Context: an optimization exercise on an open-source flow, tuned for small area. The choices shown serve that exercise and are no tape-out recipe.
At most, simulation tests tie the RTL to the original design; equivalence was not proved.
The clock port is modelled as an ideal driver, which makes a skipped or thinned clock tree look cheaper than it is; a real chip needs a root buffer or a tree.
No activity file was given, so power comes from the tool's default toggle rates.

== job 101 ==
==> module Clock, before the edit <==
module Clock(clk, reset, tick1, tick2);
input clk, reset;
output tick1, tick2;
reg [5:0] p;
reg [8:0] q;
assign tick1 = ~p[0] & p[1] & p[2] & ~p[3] & p[4];
assign tick2 = ~q[0] & q[1] & q[3] & ~q[4] & q[6] & q[7] & q[8];
always @(posedge clk or posedge reset) begin
    if (reset) begin
        p <= 6'b010001;
        q <= 9'b101101011;
    end else begin
        p <= {p[4:0], p[5] ^ p[0] ^ tick1};
        q <= {q[7:0], q[8] ^ q[3] ^ tick2};
    end
end
endmodule
Settings: LEC_CHECK=0, ABC_AREA=1, CAP_MARGIN=20, CORE_MARGIN=2, CORE_UTILIZATION=65, SLEW_MARGIN=20; clock period 20.0 ns.
standard.sh (not shown) runs the stock make flow with config.mk's settings and CLKGATE_MAP_FILE= SYNTH_SCRIPT=/design/flow/synth_recipe.tcl, a recipe that flattens the netlist after the stock synthesis.
==> flow/flow/run.sh <==
#!/bin/bash
# Own layout flow: the standard synthesis, then its combinational logic
# re-mapped by ABC for area (registers kept as they are), then the standard
# layout with small port buffers. Each tool's output goes to a log here.
set -u
W=$(pwd)
R=$W/orfs/results/$FLOW_PLATFORM/mainblock/base
LIB=$FLOW_HOME/platforms/sky130hd/lib/sky130_fd_sc_hd__tt_025C_1v80.lib
YOSYS=$(command -v yosys || echo $FLOW_HOME/../tools/install/yosys/bin/yosys)

bash standard.sh synth > $W/log_1_standard_synth.log 2>&1 || exit 1
cp $R/1_2_yosys.v $W/std_1_2_yosys.v

if python3 $W/flow/resynth.py $W/std_1_2_yosys.v $W/resynth.v $LIB $YOSYS $W > $W/log_2_resynth.log 2>&1; then
    cp $W/resynth.v $R/1_2_yosys.v
    rm -f $R/1_synth.odb
    echo "using the re-mapped netlist" >> $W/log_2_resynth.log
else
    echo "keeping the standard netlist" >> $W/log_2_resynth.log
fi

export BUFFER_PORTS_ARGS="-buffer_cell sky130_fd_sc_hd__buf_1"
[ -f $W/flow/env.sh ] && source $W/flow/env.sh

# placement, then the clock buffers by hand (flow/cts.tcl), then the rest
manual=0
if [ -n "${MANUAL_CTS_BUFFERS:-}" ]; then
    bash standard.sh place > $W/log_4_standard_place.log 2>&1 || exit 1
    if bash standard.sh run RUN_SCRIPT=$W/flow/cts.tcl RUN_LOG_NAME_STEM=4_1_cts_manual > $W/log_5_manual_cts.log 2>&1 \
       && [ -f $R/4_1_cts.odb ]; then
        manual=1
    else
        rm -f $R/4_1_cts.odb $R/4_cts.odb $R/4_cts.sdc
    fi
fi
bash standard.sh finish > $W/log_6_standard_finish.log 2>&1 || exit 1

# if the hand-made clock tree leaves a register clock pin with too slow a
# slew, lay out again from the clock tree step with ORFS's own
if [ $manual = 1 ]; then
    bash standard.sh run RUN_SCRIPT=$W/flow/clkslew.tcl RUN_LOG_NAME_STEM=6_clkslew > $W/log_7_clkslew.log 2>&1
    slew=$(sed -n 's/^CLKSLEW //p' $W/log_7_clkslew.log | tail -1)
    if ! python3 -c "import sys; sys.exit(0 if float('$slew') <= 0.120 else 1)" 2>/dev/null; then
        echo "clock pin slew $slew too slow: standard clock tree" >> $W/log_7_clkslew.log
        bash standard.sh clean_cts > $W/log_8_clean_cts.log 2>&1
        rm -f $R/4_1_cts.odb $R/4_cts.odb $R/4_cts.sdc
        bash standard.sh finish > $W/log_9_standard_finish_again.log 2>&1 || exit 1
    fi
fi
Other scripts of this flow, unchanged in this note and not shown: flow/flow/clkbufs.tcl, flow/flow/clkslew.tcl, flow/flow/cts.tcl, flow/flow/env.sh, flow/flow/resynth.py, flow/flow/resynth.ys
Input changes introduced in job 102 (baseline for comparison: job 101):
-- flow/design.v --
<<< job 101, line 5
reg [8:0] q;
assign tick1 = ~p[0] & p[1] & p[2] & ~p[3] & p[4];
assign tick2 = ~q[0] & q[1] & q[3] & ~q[4] & q[6] & q[7] & q[8];
always @(posedge clk or posedge reset) begin
    if (reset) begin
        p <= 6'b010001;
        q <= 9'b101101011;
    end else begin
        p <= {p[4:0], p[5] ^ p[0] ^ tick1};
        q <= {q[7:0], q[8] ^ q[3] ^ tick2};
    end
end
>>> job 102, line 5
reg [8:0] q;
assign tick1 = ~p[0] & p[1] & p[2] & ~p[3] & p[4];
assign tick2 = q[0] & ~q[2] & q[4] & ~q[5] & q[6] & ~q[7] & q[8];
always @(posedge clk or posedge reset) begin
    if (reset) begin
        p <= 6'b010001;
        q <= 9'b001001000;
    end else begin
        p <= {p[4:0], p[5] ^ p[0] ^ tick1};
        q <= {q[7:0], q[8] ^ q[4] ^ tick2};
    end
end
### Flow results
- In summary, job 102 completed successfully, with a layout that passed the timing, DRC and antenna checks.
- Diff job 101 -> job 102: register-to-register path setup slack lost 0.15 ns; area growth from synthesis to layout neither gained nor lost much; die area neither gained nor lost much.
- Summary of job 102 over job 101: aggregate global-route resource usage down 0.97 points, met1 demand-to-capacity share in global routing down 1.5 points.
- Delay contributed by the slowest stage of the critical path: lower on job 102
- On maximum number of pins on one net before global-route repair, job 101 and job 102 are basically level.
No functional check of the RTL was part of any run of this note. In every run of this note, the design's own scripts or RTL, not TritonCTS, make the clock network.

* * *

The RTL this note starts from:
==> flow/design.v <==
module Clock(clk, reset, tick1, tick2);
input clk, reset;
output tick1, tick2;
reg [5:0] p;
reg [8:0] q;
assign tick1 = ~p[0] & p[1] & p[2] & ~p[3] & p[4];
assign tick2 = q[0] & ~q[2] & q[4] & ~q[5] & q[6] & ~q[7] & q[8];
always @(posedge clk or posedge reset) begin
    if (reset) begin
        p <= 6'b010001;
        q <= 9'b001001000;
    end else begin
        p <= {p[4:0], p[5] ^ p[0] ^ tick1};
        q <= {q[7:0], q[8] ^ q[4] ^ tick2};
    end
end
endmodule
module counter(clk, tick2, reset, sec_chuc, sec_dv, min_chuc, min_dv, hour_chuc, hour_dv);
input clk, tick2, reset;
output [3:0] sec_chuc, sec_dv, min_chuc, min_dv, hour_chuc, hour_dv;
reg [2:0] sc, mc;
reg [3:0] sd, md, hd;
reg [1:0] hc;
assign sec_chuc = {1'b0, sc};
assign sec_dv = sd;
assign min_chuc = {1'b0, mc};
assign min_dv = md;
assign hour_chuc = {2'b00, hc};
assign hour_dv = hd;
wire e0 = tick2;
wire a0 = e0 & sd[0];
wire e1 = a0 & sd[3];
wire a1 = e1 & sc[0];
wire e2 = a1 & sc[2];
wire a2 = e2 & md[0];
wire e3 = a2 & md[3];
wire a3 = e3 & mc[0];
wire e4 = a3 & mc[2];
wire a4 = e4 & hd[0];
wire e5 = a4 & hd[3];
wire wrap = a4 & hd[1] & hc[1];    
always @(posedge clk or posedge reset) begin
    if (reset) begin
        sc <= 0; sd <= 0; mc <= 0; md <= 0; hc <= 0; hd <= 0;
    end else begin
        sd <= {a0 ? sd[1] & sd[2] : sd[3], sd[2] ^ (a0 & sd[1]), sd[1] ^ (a0 & ~sd[3]), sd[0] ^ e0};
        sc <= {a1 ? sc[1] : sc[2], sc[1] ^ (a1 & ~sc[2]), sc[0] ^ e1};
        md <= {a2 ? md[1] & md[2] : md[3], md[2] ^ (a2 & md[1]), md[1] ^ (a2 & ~md[3]), md[0] ^ e2};
        mc <= {a3 ? mc[1] : mc[2], mc[1] ^ (a3 & ~mc[2]), mc[0] ^ e3};
        if (wrap) begin
            hd <= 4'd0; hc <= 2'd0;
        end else begin
            hd <= {a4 ? hd[1] & hd[2] : hd[3], hd[2] ^ (a4 & hd[1]), hd[1] ^ (a4 & ~hd[3]), hd[0] ^ e4};
            hc <= {hc[1] | (e5 & hc[0]), hc[0] ^ e5};
        end
    end
end
endmodule
module tm1638(clk, tick1, tick2, reset, stb, dio, sclk, data_check,
              sec_chuc, sec_dv, min_chuc, min_dv, hour_chuc, hour_dv);
input clk, tick1, tick2, reset;
output stb, dio, sclk;
output [7:0] data_check;
input [3:0] sec_chuc, sec_dv, min_chuc, min_dv, hour_chuc, hour_dv;
reg [2:0] g;
reg [1:0] s;
reg [3:0] u;
reg inc;             
reg [2:0] lsc;       
reg [3:0] lsd;
reg roll;            
wire inbyte = ~s[1];
wire [2:0] b = u[3:1];
reg [3:0] x;
always @* begin
    case (g)
        3'd0: x = sec_chuc;
        3'd1: x = sec_dv;
        3'd2: x = min_chuc;
        3'd3: x = min_dv;
        3'd4: x = hour_chuc;
        3'd5: x = hour_dv;
        default: x = 4'd0;
    endcase
end
reg [3:0] dx;
always @* begin
    if (x == 4'd0) begin
        case (g)
            3'd0, 3'd2: dx = 4'd5;
            3'd4: dx = 4'd2;
            3'd5: dx = (hour_chuc == 4'd0) ? 4'd3 : 4'd9;
            default: dx = 4'd9;
        endcase
    end else
        dx = x - 4'd1;
end
wire sec0 = (sec_chuc == 4'd0) && (sec_dv == 4'd0);
wire min0 = (min_chuc == 4'd0) && (min_dv == 4'd0);
reg carry_in;        
always @* begin
    case (g)
        3'd2: carry_in = (min_dv == 4'd0);
        3'd4: carry_in = min0 && (hour_dv == 4'd0);
        3'd5: carry_in = min0;
        default: carry_in = 1'b1;
    endcase
end
wire [3:0] lx = (g == 3'd0) ? {1'b0, lsc} : (g == 3'd1) ? lsd : ((roll && carry_in) ? dx : x);
wire cb = inc && carry_in && ((g == 3'd0) ? (sec_dv == 4'd0) : (g == 3'd1) ? 1'b1 : sec0);
wire [3:0] cx = cb ? dx : x;
reg [7:0] cmd;
always @* begin
    case (g)
        3'd7: cmd = 8'h44;
        3'd6: cmd = 8'h8f;
        default: cmd = {4'hc, g, 1'b0};
    endcase
end
wire [7:0] dseg, cseg;
sseg sseg_d(lx, dseg);
sseg sseg_c(cx, cseg);
wire [7:0] byte_out = s[0] ? dseg : cmd;
assign stb = s[1] & ((u == 4'd0) | ((g == 3'd6) & (u == 4'd1)));
assign sclk = ~(inbyte & ~u[0]);
assign dio = inbyte ? byte_out[b] : (s[1] & (g == 3'd6) & (u == 4'd0));
assign data_check = s[1] ? 8'h00 : (s[0] ? cseg : cmd);
wire start_next = s[1] & (g == 3'd6) & (u == 4'd1);
always @(posedge clk or posedge reset) begin
    if (reset) begin
        g <= 3'd6; s <= 2'd2; u <= 4'd1;
    end else if (tick1) begin
        if (inbyte) begin
            u <= u + 4'd1;
            if (u == 4'd15)
                s <= (s[0] | g[2] & g[1]) ? 2'd2 : 2'd1;
        end else begin
            if ((u[0] & (g != 3'd6)) | u[1]) begin
                u <= 4'd0; s <= 2'd0; g <= g + 3'd1;
            end else
                u <= u + 4'd1;
        end
    end
end
always @(posedge clk) begin
    if (tick1) begin
        inc <= 1'b0;
        if (start_next) begin
            lsc <= sec_chuc[2:0];
            lsd <= sec_dv;
            roll <= 1'b0;
        end
    end else if (tick2) begin
        inc <= 1'b1;
        if (sec_chuc == 4'd5 && sec_dv == 4'd9)
            roll <= 1'b1;
    end
end
endmodule
module sseg(d, seg);
input [3:0] d;
output [7:0] seg;
assign seg[0] = d[3] | d[1] | ~(d[2] ^ d[0]);
assign seg[1] = ~d[2] | ~(d[1] ^ d[0]);
assign seg[2] = d[2] | ~d[1] | d[0];
assign seg[3] = d[3] | (~d[2] & ~d[0]) | (~d[2] & d[1]) | (d[1] & ~d[0]) | (d[2] & ~d[1] & d[0]);
assign seg[4] = ~d[0] & (~d[2] | d[1]);
assign seg[5] = d[3] | (~d[1] & ~d[0]) | (d[2] & ~d[1]) | (d[2] & ~d[0]);
assign seg[6] = d[3] | (d[2] ^ d[1]) | (d[1] & ~d[0]);
assign seg[7] = 1'b0;
endmodule
module mainblock(clk_50M, reset, dio, sclk, stb, data_check, sec_chuc, sec_dv, min_chuc, min_dv, hour_chuc, hour_dv);
input clk_50M, reset;
output wire [3:0] sec_chuc, sec_dv, min_chuc, min_dv, hour_chuc, hour_dv;
output wire dio, stb, sclk;
output wire [7:0] data_check;
wire tick1, tick2;
Clock Clock(clk_50M, reset, tick1, tick2);
tm1638 tm1638(clk_50M, tick1, tick2, reset, stb, dio, sclk, data_check, sec_chuc, sec_dv, min_chuc, min_dv, hour_chuc, hour_dv);
counter counter(clk_50M, tick2, reset, sec_chuc, sec_dv, min_chuc, min_dv, hour_chuc, hour_dv);
endmodule
Settings: LEC_CHECK=0, ABC_AREA=1, CAP_MARGIN=20, CORE_MARGIN=2, CORE_UTILIZATION=40, SLEW_MARGIN=20; clock period 20.0 ns.
==> flow/flow/run.sh <==
#!/bin/bash
# Own layout flow: the standard synthesis, then its combinational logic
# re-mapped by ABC for area (registers kept as they are), then the standard
# layout with small port buffers. Each tool's output goes to a log here.
set -u
W=$(pwd)
R=$W/orfs/results/$FLOW_PLATFORM/mainblock/base
LIB=$FLOW_HOME/platforms/sky130hd/lib/sky130_fd_sc_hd__tt_025C_1v80.lib
YOSYS=$(command -v yosys || echo $FLOW_HOME/../tools/install/yosys/bin/yosys)

bash standard.sh synth > $W/log_1_standard_synth.log 2>&1 || exit 1
cp $R/1_2_yosys.v $W/std_1_2_yosys.v

if python3 $W/flow/resynth.py $W/std_1_2_yosys.v $W/resynth.v $LIB $YOSYS $W > $W/log_2_resynth.log 2>&1; then
    cp $W/resynth.v $R/1_2_yosys.v
    rm -f $R/1_synth.odb
    echo "using the re-mapped netlist" >> $W/log_2_resynth.log
else
    echo "keeping the standard netlist" >> $W/log_2_resynth.log
fi

export BUFFER_PORTS_ARGS="-buffer_cell sky130_fd_sc_hd__buf_1"
[ -f $W/flow/env.sh ] && source $W/flow/env.sh
bash standard.sh finish > $W/log_4_standard_finish.log 2>&1 || exit 1
Other scripts of this flow, unchanged in this note and not shown: flow/flow/env.sh, flow/flow/resynth.py, flow/flow/resynth.ys
Change:
--- a/flow/design.v
+++ b/flow/design.v
@@ -62,9 +62,15 @@
 output stb, dio, sclk;
 output [7:0] data_check;
 input [3:0] sec_chuc, sec_dv, min_chuc, min_dv, hour_chuc, hour_dv;
-reg [2:0] g;
-reg [1:0] s;
-reg [3:0] u;
+reg [2:0] gr;
+reg [1:0] sr;
+reg [3:0] ur;
+wire [2:0] g = gr ^ 3'd6;
+wire [1:0] s = sr ^ 2'd2;
+wire [3:0] u = ur ^ 4'd1;
+reg [2:0] gn;
+reg [1:0] sn;
+reg [3:0] un;
 reg inc;             
 reg [2:0] lsc;       
 reg [3:0] lsd;
@@ -126,20 +132,24 @@
 assign dio = inbyte ? byte_out[b] : (s[1] & (g == 3'd6) & (u == 4'd0));
 assign data_check = s[1] ? 8'h00 : (s[0] ? cseg : cmd);
 wire start_next = s[1] & (g == 3'd6) & (u == 4'd1);
+always @* begin
+    gn = g; sn = s; un = u;
+    if (inbyte) begin
+        un = u + 4'd1;
+        if (u == 4'd15)
+            sn = (s[0] | g[2] & g[1]) ? 2'd2 : 2'd1;
+    end else begin
+        if ((u[0] & (g != 3'd6)) | u[1]) begin
+            un = 4'd0; sn = 2'd0; gn = g + 3'd1;
+        end else
+            un = u + 4'd1;
+    end
+end
 always @(posedge clk or posedge reset) begin
     if (reset) begin
-        g <= 3'd6; s <= 2'd2; u <= 4'd1;
+        gr <= 3'd0; sr <= 2'd0; ur <= 4'd0;
     end else if (tick1) begin
-        if (inbyte) begin
-            u <= u + 4'd1;
-            if (u == 4'd15)
-                s <= (s[0] | g[2] & g[1]) ? 2'd2 : 2'd1;
-        end else begin
-            if ((u[0] & (g != 3'd6)) | u[1]) begin
-                u <= 4'd0; s <= 2'd0; g <= g + 3'd1;
-            end else
-                u <= u + 4'd1;
-        end
+        gr <= gn ^ 3'd6; sr <= sn ^ 2'd2; ur <= un ^ 4'd1;
     end
 end
 always @(posedge clk) begin
After rerunning: The changed run finished with timing, DRC and antenna clean; clock power is about the same; cell area hardly moves; sequential power barely changes; wire length came out higher slightly; global-route usage shrinks by 0.42 points; power hardly moves; sequential share of layout area fell by 0.25 points; combinational power hardly moves; die area came out higher slightly; area after synthesis came out higher slightly.
For the second run of this note, only the layout was checked, not whether the RTL still works.

## port drivers added, routing unchanged
Ports are ideal in the flow. The routed layouts listed here were re-timed in OpenROAD. Step 1 assumes that a clkbuf_16 drives the clock port and a buf_2 every other input. Step 2 adds t to the input delays and takes it off the output delays; t is the mean of the earliest and latest rising clock arrival at the registers after step 1. Input paths then give back, and output paths get back, about the clock's delay inside the block. a / b / c = ideal ports / drivers / drivers and shift; a / b = the first two.
run | shift t [ns] | setup WS [ns] | worst setup path at the end | worst slew at a driven data input, ns | cell pins on the clock port's net
job 101 | 0.176 | 11.744 / 11.689 / 11.865 | register to output | 0.03 | 4
job 102 | 0.175 | 11.573 / 11.515 / 11.690 | register to output | 0.03 | 4
the first run of note 2 | 0.332 | 11.536 / 11.508 / 11.840 | register to output | 0.03 | 1
the second run of note 2 | 0.325 | 11.860 / 11.833 / 12.157 | register to output | 0.03 | 1
After both steps setup and hold are still met in every run listed.
